This is an optimization exercise on Yosys and OpenROAD, whose aim is small area and a short achievable clock period, not a production implementation. Where RTL was checked, it was by simulation tests only, not by an equivalence proof against the original. The RTL of runs 2 and 3 was laid out without a check of its function. No driver is modelled on the clock port, so clocking that relies on it looks cheaper here than on a real chip.

==> flow/design.v (outline; a module is shown in full before it is edited, if it fits) <==
// module FA: 4 lines
// module HA: 4 lines
// module BSEL: 3 lines
// module PG0: 4 lines
// module BLKP: 4 lines
// module BLKN: 4 lines
// module GRYP: 3 lines
// module GRYN: 3 lines
// module Multiplier: 3541 lines
// module Multiplier_Wrapper: 38 lines
module Multiplier_Wrapper #(parameter N = 32, bits = N-1, prod = 2*bits+1)(
    input clk, rst,  
    input [bits:0] a_in, b_in,  
    output reg [prod:0] p  
    );
  // ...
==> flow/flow/run.sh <==
#!/bin/bash
# Layout flow: the standard ORFS flow (standard.sh, synthesis unchanged) with
#  - every synthesized cell first set to the smallest size of its family
#    (flow/downsize.tcl), so that the repair steps size up only what timing needs;
#  - port buffers of the smallest buffer cell (buf_1) instead of the default pick;
#  - repair_timing asked to leave 13 ns of setup slack. The clock period and all
#    constraints stay the design's own; the margin only makes the repair work harder.
# Each tool's output goes to a log file of its own in this folder.
set -euo pipefail
M=13
R=orfs/results/$FLOW_PLATFORM/Multiplier_Wrapper/base
bash standard.sh SETUP_SLACK_MARGIN=$M synth > synth.log 2>&1
RESULTS=$R LIB=$FLOW_HOME/platforms/$FLOW_PLATFORM/lib/sky130_fd_sc_hd__tt_025C_1v80.lib DONT_USE="" \
  openroad -no_init -exit flow/downsize.tcl > downsize.log 2>&1
bash standard.sh SETUP_SLACK_MARGIN=$M "BUFFER_PORTS_ARGS=-buffer_cell sky130_fd_sc_hd__buf_1"  finish > finish.log 2>&1
==> flow/flow/downsize.tcl <==
# Set every cell to the smallest-area member of its drive-strength family
# (same cell function, e.g. a22oi_2 -> a22oi_1). The later repair steps of the
# flow size up whatever timing needs.
set results $::env(RESULTS)
read_liberty $::env(LIB)
read_db $results/1_synth.odb
set areas [dict create]
foreach lc [get_lib_cells *] {
  dict set areas [get_name $lc] [get_property $lc area]
}
set dont_use [list]
foreach p $::env(DONT_USE) { lappend dont_use $p }
set n 0
foreach inst [get_cells *] {
  set ref [get_property $inst ref_name]
  if { ![regexp {^(sky130_fd_sc_hd__[a-z0-9]+(?:_[a-z0-9]+)*?)_([0-9]+)$} $ref -> fam drv] } { continue }
  set best $ref
  set best_area [dict get $areas $ref]
  foreach cand [dict keys $areas "${fam}_*"] {
    if { ![regexp "^${fam}_\[0-9\]+\$" $cand] } { continue }
    if { [lsearch -exact $dont_use $cand] >= 0 } { continue }
    set a [dict get $areas $cand]
    if { $a < $best_area } { set best $cand; set best_area $a }
  }
  if { $best ne $ref } {
    replace_cell $inst $best
    incr n
  }
}
puts "downsized $n cells"
write_db $results/1_synth.odb
==> flow/standard.sh <==
#!/bin/bash
# synth_recipe.tcl (not shown) runs the flow's synth.tcl, then flattens the netlist and writes it again
# the make line also repeats each setting of config.mk as NAME=value (left out here)
make -C /OpenROAD-flow-scripts/flow DESIGN_CONFIG=/design/flow/config.mk WORK_HOME=/design/flow/orfs CLKGATE_MAP_FILE= SYNTH_SCRIPT=/design/flow/synth_recipe.tcl "${@:-finish}"
==> flow/config.mk <==
export PLATFORM = sky130hd
export DESIGN_NAME = Multiplier_Wrapper
export DESIGN_NICKNAME = Multiplier_Wrapper
export VERILOG_FILES = /design/flow/design.v
export SDC_FILE = /design/flow/constraint.sdc
export NUM_CORES = 4
export LEC_CHECK = 0
export CAP_MARGIN = 20
export CORE_MARGIN = 2
export CORE_UTILIZATION = 40
export SLEW_MARGIN = 20
export SYNTH_HIERARCHICAL = 1
export SYNTH_MINIMUM_KEEP_SIZE = 0
==> flow/constraint.sdc <==
create_clock -name core_clock -period 19.5 [get_ports {clk}]
set_input_delay 3.9000 -clock core_clock [delete_from_list [all_inputs] [get_ports {clk}]]
set_output_delay 3.9000 -clock core_clock [all_outputs]
set_load 0.01 [all_outputs]
==> impl_results.md, run 1 <==
- Placer Congestion: 0.970
- Largest register FFs: 64
- Largest net degree at the start of global routing: 80
- Postcts setup bufs: 0
- Hold_buf cts: 0
- Multi-In Gates: 2179
- Dpl cells: 3403
- Vias: 22100
- Reg clk slew, reported paths: 0.10 ns
- Slew headroom: 0.298
- Well Taps: 855
- Number of fill cells: roughly 6100
- Largest Register: p
- TritonCTS buffer count: 17
- Setup ws final: 13.12 ns
- Post-CTS Resized: 29
- Final setup fails: 0
- DR pass1 iterations: 6
- Largest class: multi-input gates
- Fin Clk Skew: 0.0333 ns
- Nets: 3227
- Crit path largest cell delay: 0.52 ns
- Worst path depth: 18
- R2r worst-path depth: 18
- DR vias/cell: 6.44
- Fraction of area in registers: 0.128
- DRC: 0
- Initial drt markers: 2624
- Clock Path Buffers: 2
- Status: complete, no violations
- First-pass GRT wire length: 150 mm
- GRT met1 Usage: 0.380
- Port buffer count: between 100 and 150
- Yosys warnings: 7
- Post-Syn Area: 0.0261 mm^2
- Cell Chain, Critical Path: buf_4, a22oi_1, xnor2_1, fa_1, fa_1, fa_1, fa_1, fa_1, fa_1, ha_1, a21oi_2, o21ai_0, a21oi_1, o21ai_0, a21oi_1, o21ai_2, a21oi_1, xnor2_1
==> module Multiplier_Wrapper, before the edit <==
module Multiplier_Wrapper #(parameter N = 32, bits = N-1, prod = 2*bits+1)(
    input clk, rst,  
    input [bits:0] a_in, b_in,  
    output reg [prod:0] p  
    );
    reg [bits:0] a;  
    reg [15:0] one, two, neg;  
    wire [prod:0] product;  
    wire [32:0] bx = {b_in, 1'b0};
    wire [15:0] one_in, two_in, neg_in;
    genvar i;
    generate
        for (i = 0; i < 16; i = i + 1) begin : enc
            assign neg_in[i] = bx[2*i+2];
            assign one_in[i] = bx[2*i+1] ^ bx[2*i];
            assign two_in[i] = (bx[2*i+2] & ~bx[2*i+1] & ~bx[2*i]) | (~bx[2*i+2] & bx[2*i+1] & bx[2*i]);
        end
    endgenerate
    always @ (posedge clk) begin
        if(rst) begin  
            a <= {N{1'b0}};
            {one, two, neg} <= 48'b0;
        end else begin
            a <= a_in;
            one <= one_in;
            two <= two_in;
            neg <= neg_in;
            p <= product;
        end
    end
    Multiplier mul (
        .a(a),
        .one(one),
        .two(two),
        .neg(neg),
        .p(product)
    );
endmodule
==> run 2: changes to the inputs <==
--- a/flow/design.v
+++ b/flow/design.v
@@ -3589,8 +3589,6 @@
     always @ (posedge clk) begin
         if(rst) begin  
-            a <= {N{1'b0}};
             {one, two, neg} <= 48'b0;
         end else begin
-            a <= a_in;
             one <= one_in;
             two <= two_in;
@@ -3599,4 +3597,6 @@
         end
     end
+    always @ (posedge clk)
+        a <= a_in;
     Multiplier mul (
         .a(a),
==> flow/flow/run.sh (replaced) <==
#!/bin/bash
# Layout flow: the standard ORFS flow (standard.sh, synthesis unchanged) with
#  - every synthesized cell first set to the smallest size of its family
#    (flow/downsize.tcl), so that the repair steps size up only what timing needs;
#  - port buffers of the smallest buffer cell (buf_1) instead of the default pick;
#  - repair_timing asked to leave 14 ns of setup slack. The clock period and all
#    constraints stay the design's own; the margin only makes the repair work harder.
# Each tool's output goes to a log file of its own in this folder.
set -euo pipefail
M=14
R=orfs/results/$FLOW_PLATFORM/Multiplier_Wrapper/base
bash standard.sh SETUP_SLACK_MARGIN=$M synth > synth.log 2>&1
RESULTS=$R LIB=$FLOW_HOME/platforms/$FLOW_PLATFORM/lib/sky130_fd_sc_hd__tt_025C_1v80.lib DONT_USE="" \
  openroad -no_init -exit flow/downsize.tcl > downsize.log 2>&1
bash standard.sh SETUP_SLACK_MARGIN=$M "BUFFER_PORTS_ARGS=-buffer_cell sky130_fd_sc_hd__buf_1" \
  "POST_CTS_TCL=$PWD/flow/skew.tcl" "SKEW_CHAIN=clkdlybuf4s25_1 clkbuf_8"  finish > finish.log 2>&1
==> flow/flow/skew.tcl (new file) <==
set block [ord::get_db_block]
set db [ord::get_db]
set chain $::env(SKEW_CHAIN)
set groups [dict create]
foreach inst [$block getInsts] {
  if { ![regexp {^p\\?\[[0-9]+\\?\]} [$inst getName]] } { continue }
  set it [$inst findITerm CLK]
  if { $it eq "NULL" } { continue }
  set net [$it getNet]
  dict lappend groups [$net getName] $inst
}
set g 0
dict for {netname insts} $groups {
  set net [$block findNet $netname]
  set sx 0
  set sy 0
  foreach inst $insts {
    set bb [$inst getBBox]
    incr sx [expr { ([$bb xMin] + [$bb xMax]) / 2 }]
    incr sy [expr { ([$bb yMin] + [$bb yMax]) / 2 }]
  }
  set n [llength $insts]
  set x [expr { $sx / $n }]
  set y [expr { $sy / $n }]
  set cur $net
  set k 0
  foreach cell $chain {
    set master [$db findMaster sky130_fd_sc_hd__$cell]
    set buf [odb::dbInst_create $block $master "pskew_${g}_${k}"]
    set out [odb::dbNet_create $block "pskew_net_${g}_${k}"]
    $out setSigType CLOCK
    [$buf findITerm A] connect $cur
    [$buf findITerm X] connect $out
    $buf setLocation $x $y
    $buf setPlacementStatus PLACED
    set cur $out
    incr k
  }
  foreach inst $insts {
    set it [$inst findITerm CLK]
    $it disconnect
    $it connect $cur
  }
  puts "skew: leaf net $netname: $n p registers behind [llength $chain] buffers"
  incr g
}
detailed_placement
check_placement -verbose
==> run 2 against run 1 <==
  * Largest cell class unchanged
  * Maximum frequency increased by 16%
  * Setup slack better by 0.88 ns
  * Area after synthesis fell by 0.82%
  * Critical path depth shrank 17
  * Core utilization increased by 5.6 points
  * Routed wire length is 16% higher
  * Cell area is 12% higher
==> impl_results.md, run 2 <==
- Status: complete, no violations (unchanged)
- Area occupied by multi-input gates: 0.0231 mm^2 (was 0.0223 mm^2)
- Non-filler instance count after layout: 3570 (was 3439)
- Largest register FFs: 64 (unchanged)
- Hold Crit Depth: 2 (unchanged)
- Placer Congestion: 0.972 (was 0.970)
- Die width: 258 um (was 259 um)
- Share of cells above drive strength 1: 0.171 (was 0.0557)
- Critical path's slowest cell: edfxtp_1 (was buf_4)
- Antenna viol nets, final: 0 (unchanged)
- Hold Path End: p[0] (unchanged)
- Yosys warnings: 7 (unchanged)
- Largest net degree at the start of global routing: 60 (was 80)
- Nets: 3355 (was 3227)
- Fin Clk Skew: 0.430 ns (was 0.0333 ns)
- DR pass1 iterations: 9 (was 6)
- Most frequent cells in the layout: 582 x xnor2_1, 484 x a22oi_1, 448 x fa_1 (was 584 x xnor2_1, 496 x a22oi_1, 469 x fa_1)
- Final hold slack: 0.589 ns (was 1.07 ns)
- Row count: 93 (unchanged)
- Gr ovfl total: 0 (unchanged)
- Total track usage: 0.354 (was 0.302)
- Final worst path period need: 5.51 ns (was 6.38 ns)
- HPWL after detailed placement: 64.8 mm (was 62.5 mm)
- Cells after synthesis: 2355 (was 2391)
- Area growth from synthesis to layout: 25.1% (was 10.5%)
- Worst-Margin Slew: 0.925 ns (was 1.05 ns)
- Met2 Wirelength: 49.4 mm (was 43.5 mm)
- DRC: 0 (unchanged)
- Worst min path class: reg2reg (unchanged)
- Worst EP arrival: 1.61 ns (was 6.66 ns)
- Most common cell after layout, fill and taps aside: xnor2_1 (unchanged)
- Routed wire length on met3: 17.2 mm (was 13.5 mm)
- Post-Route Setup TNS: 0 ns (unchanged)
- Crit path largest cell delay: 0.51 ns (was 0.52 ns)
- Req. time, crit path: 15.60 ns (was 19.78 ns)
- Largest registers: p (64), a (32) (unchanged)
- R2R Setup Slk: 14.07 ns (was 13.12 ns)
- Post-synthesis area per instance: 11.0 um^2 (was 10.9 um^2)
- Final wirelength: 117 mm (was 100 mm)
- Top layer in use: met5 (was met4)
- Crit start category: flip-flop (unchanged)
- Reg-to-reg critical path endpoint: p[37] (was p[41])
- CTS tree: done (unchanged)
- Port buffer count: 129 (unchanged)
- DR vias/cell: 6.64 (was 6.44)
- First-pass GRT wire length: 171 mm (was 150 mm)
- Reg clk slew, reported paths: 0.07 ns (was 0.10 ns)
- CP endpoint kind: primary output (was flip-flop)
- CTS Sinks: 144 (unchanged)
- Initial Utilization: 0.403 (was 0.405)
- Vias in the first global route: 25900 (was 24100)
- Critical path class: reg2out (was reg2reg)
- Fin area: 0.0324 mm^2 (was 0.0288 mm^2)
- Initial antenna violation count: 3 (was 0)
- Core area: 0.0642 mm^2 (was 0.0645 mm^2)
- Clk latency of the worst-skew pair: 0.92 ns (was 0.52 ns)
- Slew Limit Fails: 0 (unchanged)
- Vias: 23700 (was 22100)
- Crit share post-route: 0.282 (was 0.327)
- Final setup fails: 0 (unchanged)
- Slew headroom: 0.383 (was 0.298)
- Max Clock Freq: 182 MHz (was 157 MHz)
- Dpl cells: 3378 (was 3403)
- Die Y: 258 um (was 259 um)
- IO Count: 130 (unchanged)
- Crit Path Max Fanout: 1 (was 33)
- Worst r2r src: a[18] (was a[13])
- Number of fill cells: 5738 (was 6133)
- Largest Register: p (unchanged)
- RSZ-0062 raised after global routing: true (unchanged)
- Post-Syn Area: 0.0259 mm^2 (was 0.0261 mm^2)
- Max cap viols: 0 (unchanged)
- DP Area: 0.0278 mm^2 (was 0.0280 mm^2)
- Register area: 0.00373 mm^2 (was 0.00369 mm^2)
- Cell Chain, Critical Path: buf_6 (was buf_4, a22oi_1, xnor2_1, fa_1, fa_1, fa_1, fa_1, fa_1, fa_1, ha_1, a21oi_2, o21ai_0, a21oi_1, o21ai_0, a21oi_1, o21ai_2, a21oi_1, xnor2_1)
- WP buf/inv: 1 (unchanged)
- Wire per inst: 32.8 um (was 29.2 um)
- Die ar.: 0.0667 mm^2 (was 0.0673 mm^2)
- Initial drt markers: 3678 (was 2624)
- Hold Fails Final Rpt: 0 (unchanged)
- Delay-heaviest family, CP: flip-flops (was adder cells)
- Hold Startpoint: neg[0] (unchanged)
- Met1 WL: 40.5 mm (was 37.3 mm)
- R2r worst-path depth: 17 (was 18)
run 2: layer usage:
layer / up-vias / track usage
met2: 2143 / 0.517
met5: - / 0
met4: 4 / 0.259
li1: 9155 / -
met3: 635 / 0.146
met1: 11800 / 0.418
run 2: worst max path at each step:
| stage | startpoint | endpoint | slack (ns) | cells after the start |
|---|---|---|---|---|
| after floorplan | neg[15] | p[57] | 14.00 | 18 |
| after global placement | a[26] | p[63] | 12.66 | 17 |
| after detailed placement | a[28] | p[63] | 12.65 | 17 |
| after global routing | p[36] | p[36] | 13.97 | 1 |
| final | p[36] | p[36] | 13.99 | 1 |
run 2: final cells by class, without the clock buffers:
cell class,count,area share
Tap cell,855,0.0331
Sequential cell,144,0.115
Antenna cell,3,0.000232
Clock inverter,15,0.00576
Multi-Input combinational cell,2147,0.713
Inverter,54,0.00638
Timing Repair Buffer,315,0.106
Buffer,20,0.00735
run 2: through the flow:
step / setup WS, ns / util
global placement: 12.66 / 0.433
global route: 13.97 / 0.504
detailed placement: 12.65 / 0.433
finish: 13.99 / 0.504
floorplan: 14.00 / -
==> run 3: changes to the inputs <==
--- a/flow/flow/run.sh
+++ b/flow/flow/run.sh
@@ -4,9 +4,9 @@
 #    (flow/downsize.tcl), so that the repair steps size up only what timing needs;
 #  - port buffers of the smallest buffer cell (buf_1) instead of the default pick;
-#  - repair_timing asked to leave 14 ns of setup slack. The clock period and all
+#  - repair_timing asked to leave 13.5 ns of setup slack. The clock period and all
 #    constraints stay the design's own; the margin only makes the repair work harder.
 # Each tool's output goes to a log file of its own in this folder.
 set -euo pipefail
-M=14
+M=13.5
 R=orfs/results/$FLOW_PLATFORM/Multiplier_Wrapper/base
 bash standard.sh SETUP_SLACK_MARGIN=$M synth > synth.log 2>&1
==> run 3 against run 2 <==
  * Still clean on timing, DRC and antenna
  * Register-to-register slack got worse by 0.39 ns
  * Core utilization fell by 4.1 points
  * Via count decreased by 5.9%
  * Area after synthesis unchanged
  * Critical path type is now reg2reg
==> impl_results.md, run 3 <==
- Status: complete, no violations (unchanged)
- Cells after synthesis: 2355 (unchanged)
- Row count: 93 (unchanged)
- Clk latency of the worst-skew pair: 0.92 ns (about the same)
- Die width: 258 um (unchanged)
- Die Y: 258 um (unchanged)
- Final worst path period need: 5.82 ns (was 5.51 ns)
- Worst-Margin Slew: 1.12 ns (was 0.925 ns)
- Die ar.: 0.0667 mm^2 (unchanged)
- Vias in the first global route: 24500 (was 25900)
- Placer Congestion: 0.981 (was 0.972)
- Req. time, crit path: 20.14 ns (was 15.60 ns)
- Crit path largest cell delay: 0.52 ns (was 0.51 ns)
- Most common cell after layout, fill and taps aside: xnor2_1 (unchanged)
- Slew headroom: 0.253 (was 0.383)
- Number of fill cells: 6030 (was 5738)
- DR vias/cell: 6.45 (was 6.64)
- Non-filler instance count after layout: 3460 (was 3570)
- Largest registers: p (64), a (32) (unchanged)
- Delay-heaviest family, CP: adder cells (was flip-flops)
- Area growth from synthesis to layout: 14.8% (was 25.1%)
- DR pass1 iterations: 8 (was 9)
- Core area: 0.0642 mm^2 (unchanged)
- Post-synthesis area per instance: 11.0 um^2 (unchanged)
- Initial antenna violation count: 1 (was 3)
- Post-Syn Area: 0.0259 mm^2 (unchanged)
- CP endpoint kind: flip-flop (was primary output)
- DRC: 0 (unchanged)
- Yosys warnings: 7 (unchanged)
- Initial Utilization: 0.403 (unchanged)
- WP buf/inv: 1 (unchanged)
- Port buffer count: 129 (unchanged)
- Crit start category: flip-flop (unchanged)
- Most frequent cells in the layout: 584 x xnor2_1, 496 x a22oi_1, 469 x fa_1 (was 582 x xnor2_1, 484 x a22oi_1, 448 x fa_1)
- CTS tree: done (unchanged)
- Max Clock Freq: 172 MHz (was 182 MHz)
- Final wirelength: 108 mm (was 117 mm)
- Total track usage: 0.326 (was 0.354)
- Dpl cells: 3388 (was 3378)
- First-pass GRT wire length: 159 mm (was 171 mm)
- Antenna viol nets, final: 0 (unchanged)
- Critical path's slowest cell: fa_1 (was edfxtp_1)
- Share of cells above drive strength 1: 0.0668 (was 0.171)
- Crit Path Max Fanout: 34 (was 1)
- CTS Sinks: 144 (unchanged)
- Worst min path class: reg2reg (unchanged)
- IO Count: 130 (unchanged)
- Largest register FFs: 64 (unchanged)
- Fin Clk Skew: 0.443 ns (was 0.430 ns)
- Nets: 3247 (was 3355)
- Wire per inst: 31.2 um (was 32.8 um)
- Slew Limit Fails: 0 (unchanged)
- Worst EP arrival: 6.46 ns (was 1.61 ns)
- Critical path class: reg2reg (was reg2out)
- RSZ-0062 raised after global routing: false (was true)
- CP most frequent cell: fa_1
- Largest Register: p (unchanged)
- Max cap viols: 0 (unchanged)
- Final setup fails: 0 (unchanged)
- Gr ovfl total: 0 (unchanged)
- Largest net degree at the start of global routing: 68 (was 60)
- Initial drt markers: 2776 (was 3678)
- HPWL after detailed placement: 64.8 mm (about the same)
- Hold Fails Final Rpt: 0 (unchanged)
- Post-Route Setup TNS: 0 ns (unchanged)
- Reg clk slew, reported paths: 0.08 ns (was 0.07 ns)
- Vias: 22300 (was 23700)
- Cell Chain, Critical Path: buf_6, xnor2_1, fa_1, fa_1, fa_1, fa_1, fa_1, fa_1, ha_1, a21oi_2, o21ai_0, a21oi_1, o21ai_0, a21oi_1, o21ai_4, a21oi_1, xnor2_1 (was buf_6)
- Crit share post-route: 0.298 (was 0.282)
-- run 3: per-stage QoR --
stage               cell area [um^2]  utilization  setup WS [ns]  hold slack [ns]
detailed placement             27900        0.434          12.55             1.13
global route                   29700        0.462          13.55            0.664
floorplan                      25900            -          13.52            0.971
finish                         29700        0.462          13.68            0.689
global placement               27900        0.434          12.61             1.13
-- run 3: routing by layer --
metal  up-vias  wire (um)  GRT usage  part of all wire
met5         -          0          0                 0
met4         0       7320      0.197             0.068
met3       505      13700      0.105              0.13
met2      1742      47500      0.506              0.44
met1     11100      39400      0.397              0.36
li1       8922          -          -                 -
-- run 3: final timing paths --
path              startpoint    end  slack (ns)  cells past startpoint
setup / recovery      neg[7]  p[43]       13.68                     17
hold / removal        neg[0]   p[0]        0.69                      2
setup reg to reg      neg[7]  p[43]       13.68                     17
hold reg to reg       neg[0]   p[0]        0.69                      2
-- run 3: worst min-delay path: stages (launching register included) --
cell and delay [ns]:
dfxtp_2 0.32, buf_6 0.23, ha_1 0.36
-- run 3: layout make-up, without the clock buffers --
cell class | instances | area [um^2] | area share
Inverter | 54 | 204 | 0.00687
Tap cell | 855 | 1070 | 0.0360
Multi-Input combinational cell | 2147 | 22200 | 0.747
Antenna cell | 1 | 2.50 | 0.0000843
Buffer | 22 | 262 | 0.00880
Clock inverter | 15 | 183 | 0.00615
Sequential cell | 144 | 3630 | 0.122
Timing Repair Buffer | 205 | 1730 | 0.0582
==> run 4: changes to the inputs <==
--- a/flow/design.v
+++ b/flow/design.v
@@ -3589,6 +3589,8 @@
     always @ (posedge clk) begin
         if(rst) begin  
+            a <= {N{1'b0}};
             {one, two, neg} <= 48'b0;
         end else begin
+            a <= a_in;
             one <= one_in;
             two <= two_in;
@@ -3597,6 +3599,4 @@
         end
     end
-    always @ (posedge clk)
-        a <= a_in;
     Multiplier mul (
         .a(a),
==> flow/flow/run.sh (replaced) <==
#!/bin/bash
# Layout flow: the standard ORFS flow (standard.sh, synthesis unchanged) with
#  - every synthesized cell first set to the smallest size of its family
#    (flow/downsize.tcl), so that the repair steps size up only what timing needs;
#  - port buffers of the smallest buffer cell (buf_1) instead of the default pick;
#  - repair_timing asked to leave 13.8 ns of setup slack. The clock period and all
#    constraints stay the design's own; the margin only makes the repair work harder.
# Each tool's output goes to a log file of its own in this folder.
set -euo pipefail
M=13.8
R=orfs/results/$FLOW_PLATFORM/Multiplier_Wrapper/base
bash standard.sh SETUP_SLACK_MARGIN=$M synth > synth.log 2>&1
RESULTS=$R LIB=$FLOW_HOME/platforms/$FLOW_PLATFORM/lib/sky130_fd_sc_hd__tt_025C_1v80.lib DONT_USE="" \
  openroad -no_init -exit flow/downsize.tcl > downsize.log 2>&1
bash standard.sh SETUP_SLACK_MARGIN=$M "BUFFER_PORTS_ARGS=-buffer_cell sky130_fd_sc_hd__buf_1" \
  "POST_CTS_TCL=$PWD/flow/skew.tcl" "SKEW_CHAIN=clkdlybuf4s50_1 clkbuf_8"  finish > finish.log 2>&1
==> run 4 against run 3 <==
  * Critical path depth shrank 16
  * Critical endpoint is now p[45]
  * Sequential share of layout area down 0.42 points
  * First-iteration DRC count increased by 9.2%
  * Final cell count rose by 3.0%
  * Highest routed layer unchanged
  * Still clean
  * Register-to-register slack better by 0.50 ns
  * Setup slack improved by 0.13 ns
  * Die area is 0.82% higher
==> impl_results.md, run 4 <==
- Share of cells above drive strength 1: 0.123 (was 0.0668)
- Final wirelength: 110 mm (was 108 mm)
- Crit path largest cell delay: 0.44 ns (was 0.52 ns)
- Post-Route Setup TNS: 0 ns (unchanged)
- CP endpoint kind: primary output (was flip-flop)
- Reg-to-reg critical path endpoint: p[40] (was p[43])
- DRC: 0 (unchanged)
- Final worst path period need: 5.69 ns (was 5.82 ns)
- Hold Path End: p[0] (unchanged)
- Hold Crit Depth: 4 (was 2)
- Status: complete, no violations (unchanged)
- CTS tree: done (unchanged)
- Wire per inst: 30.9 um (was 31.2 um)
- DP Area: 0.0280 mm^2 (was 0.0279 mm^2)
- Non-filler instance count after layout: 3564 (was 3460)
- Vias: 23000 (was 22300)
- Largest register FFs: 64 (unchanged)
- First-pass GRT wire length: 163 mm (was 159 mm)
- Vias in the first global route: 24900 (was 24500)
- Post-synthesis area per instance: 10.9 um^2 (was 11.0 um^2)
- R2R Setup Slk: 14.18 ns (was 13.68 ns)
- R2r worst-path depth: 17 (unchanged)
- Core area: 0.0645 mm^2 (was 0.0642 mm^2)
- Post-Route Utilization: 0.488 (was 0.462)
- Antenna viol nets, final: 0 (unchanged)
- Largest Register: p (unchanged)
- Max cap viols: 0 (unchanged)
- Cell Chain, Critical Path: clkbuf_2 (was buf_6, xnor2_1, fa_1, fa_1, fa_1, fa_1, fa_1, fa_1, ha_1, a21oi_2, o21ai_0, a21oi_1, o21ai_0, a21oi_1, o21ai_4, a21oi_1, xnor2_1)
- Largest net degree at the start of global routing: 65 (was 68)
- Req. time, crit path: 15.60 ns (was 20.14 ns)
- Nets: 3352 (was 3247)
- Critical path's slowest cell: edfxtp_1 (was fa_1)
- Hold Startpoint: a[0] (was neg[0])
- Area growth from synthesis to layout: 20.7% (was 14.8%)
- Initial drt markers: 3032 (was 2776)
- Worst-Margin Slew: 1.00 ns (was 1.12 ns)
- DR vias/cell: 6.46 (was 6.45)
- Final setup fails: 0 (unchanged)
- Reg clk slew, reported paths: 0.09 ns (was 0.08 ns)
- Hold Fails Final Rpt: 0 (unchanged)
- Largest registers: p (64), a (32) (unchanged)
- Max Clock Freq: 176 MHz (was 172 MHz)
- Post-Syn Area: 0.0261 mm^2 (was 0.0259 mm^2)
- Yosys warnings: 7 (unchanged)
- Number of fill cells: 5961 (was 6030)
- Placer Congestion: 0.939 (was 0.981)
- Slew headroom: 0.330 (was 0.253)
- Crit Path Max Fanout: 1 (was 34)
- Cells after synthesis: 2391 (was 2355)
- HPWL after detailed placement: 63.1 mm (was 64.8 mm)
- Initial antenna violation count: 2 (was 1)
- Crit share post-route: 0.292 (was 0.298)
- IO Count: 130 (unchanged)
- Delay-heaviest family, CP: flip-flops (was adder cells)
- RSZ-0062 raised after global routing: true (was false)
- Port buffer count: 129 (unchanged)
- Worst r2r src: a[12] (was neg[7])
- Dpl cells: 3406 (was 3388)
- Fin area: 0.0315 mm^2 (was 0.0297 mm^2)
- Slew Limit Fails: 0 (unchanged)
- Die width: 259 um (was 258 um)
- Die Y: 259 um (was 258 um)
- Fin Clk Skew: 0.694 ns (was 0.443 ns)
- Die ar.: 0.0673 mm^2 (was 0.0667 mm^2)
- Crit start category: flip-flop (unchanged)
- Clk latency of the worst-skew pair: 1.19 ns (was 0.92 ns)
- Most common cell after layout, fill and taps aside: xnor2_1 (unchanged)
- Total track usage: 0.333 (was 0.326)
- Gr ovfl total: 0 (unchanged)
- Register area: 0.00372 mm^2 (was 0.00363 mm^2)
- Most frequent cells in the layout: 578 x xnor2_1, 496 x a22oi_1, 468 x fa_1 (was 584 x xnor2_1, 496 x a22oi_1, 469 x fa_1)
- Worst EP arrival: 1.79 ns (was 6.46 ns)
- CTS Sinks: 144 (unchanged)
- Critical path class: reg2out (was reg2reg)
- Row count: 93 (unchanged)
- Area occupied by multi-input gates: 0.0227 mm^2 (was 0.0222 mm^2)
- DR pass1 iterations: 9 (was 8)
- Antenna fix cells: 0 (was 1)
- Worst min path class: reg2reg (unchanged)
- WP buf/inv: 1 (unchanged)
- Initial Utilization: 0.405 (was 0.403)
==> run 4: per-stage QoR <==
| step | setup WS (ns) | hold slack [ns] |
|---|---|---|
| after floorplan | 13.83 | 0.971 |
| final | 13.81 | 0.495 |
| after detailed placement | 12.67 | 1.19 |
| after global placement | 12.54 | 1.21 |
| after global routing | 13.79 | 0.509 |
==> run 4: worst max-delay path by stage <==
stage	start	to	slack (ns)	depth (start not counted)
after floorplan	neg[12]	p[59]	13.83	16
after global placement	one[1]	p[63]	12.54	17
after detailed placement	one[0]	p[63]	12.67	17
after global routing	p[25]	p[25]	13.79	1
final	p[45]	p[45]	13.81	1
==> run 4: tightest hold or removal path: stages (launching register included) <==
cell and delay (ns):
dfxtp_1 0.32, buf_6 0.20, nand2_1 0.14, xnor2_1 0.14, ha_1 0.19
==> run 4: final cells by class, without the clock buffers <==
type | count | share of cell area
clock inverter | 15 | 0.00695
inverter | 54 | 0.00644
sequential | 144 | 0.118
buffer | 20 | 0.00755
timing repair buffer | 280 | 0.0922
tap | 855 | 0.0340
multi-input combinational | 2179 | 0.721
==> run 4: routing by layer <==
layer  up-vias  GRT usage  wire length, um
met5         -          0                0
met4         0      0.197             7470
met3       474      0.125            15800
met2      1880      0.499            47300
met1     11500      0.409            39500
li1       9171          -                -

-- afterwards: timing with drivers on the ports --
In the flow no input, the clock included, has a driving cell. The finished layouts below were timed again as built, in two steps. Step 1 assumes that a clkbuf_16 drives the clock port and a buf_2 every other input. Step 2, shift: input delay + t, output delay - t, t = (earliest + latest rising clock arrival at the registers) / 2. This alone moves slack from input paths to output paths. a / b / c = no drivers / after step 1 / after step 2; a / b = the first two.
run | t, ns | slack for setup (ns) | latest minus earliest clock arrival (ns) | worst slew at a driven data input, ns | cell pins on the clock port's net
run 1 | 0.562 | 13.118 / 13.118 / 13.118 | 0.037 / 0.038 | 0.05 | 1
run 2 | 0.764 | 13.993 / 13.935 / 13.840 | 0.430 / 0.430 | 0.05 | 1
run 3 | 0.766 | 13.685 / 13.685 / 13.685 | 0.443 / 0.443 | 0.05 | 1
run 4 | 0.907 | 13.814 / 13.752 / 14.076 | 0.694 / 0.694 | 0.04 | 1
In run 2, run 3 and run 4 the clock reaches the registers at very different times; t lies between them, and the last value is a rough guide only. For run 2, which loses most, drivers alone change the setup slack by -0.058 ns; drivers and shift together by -0.153 ns.
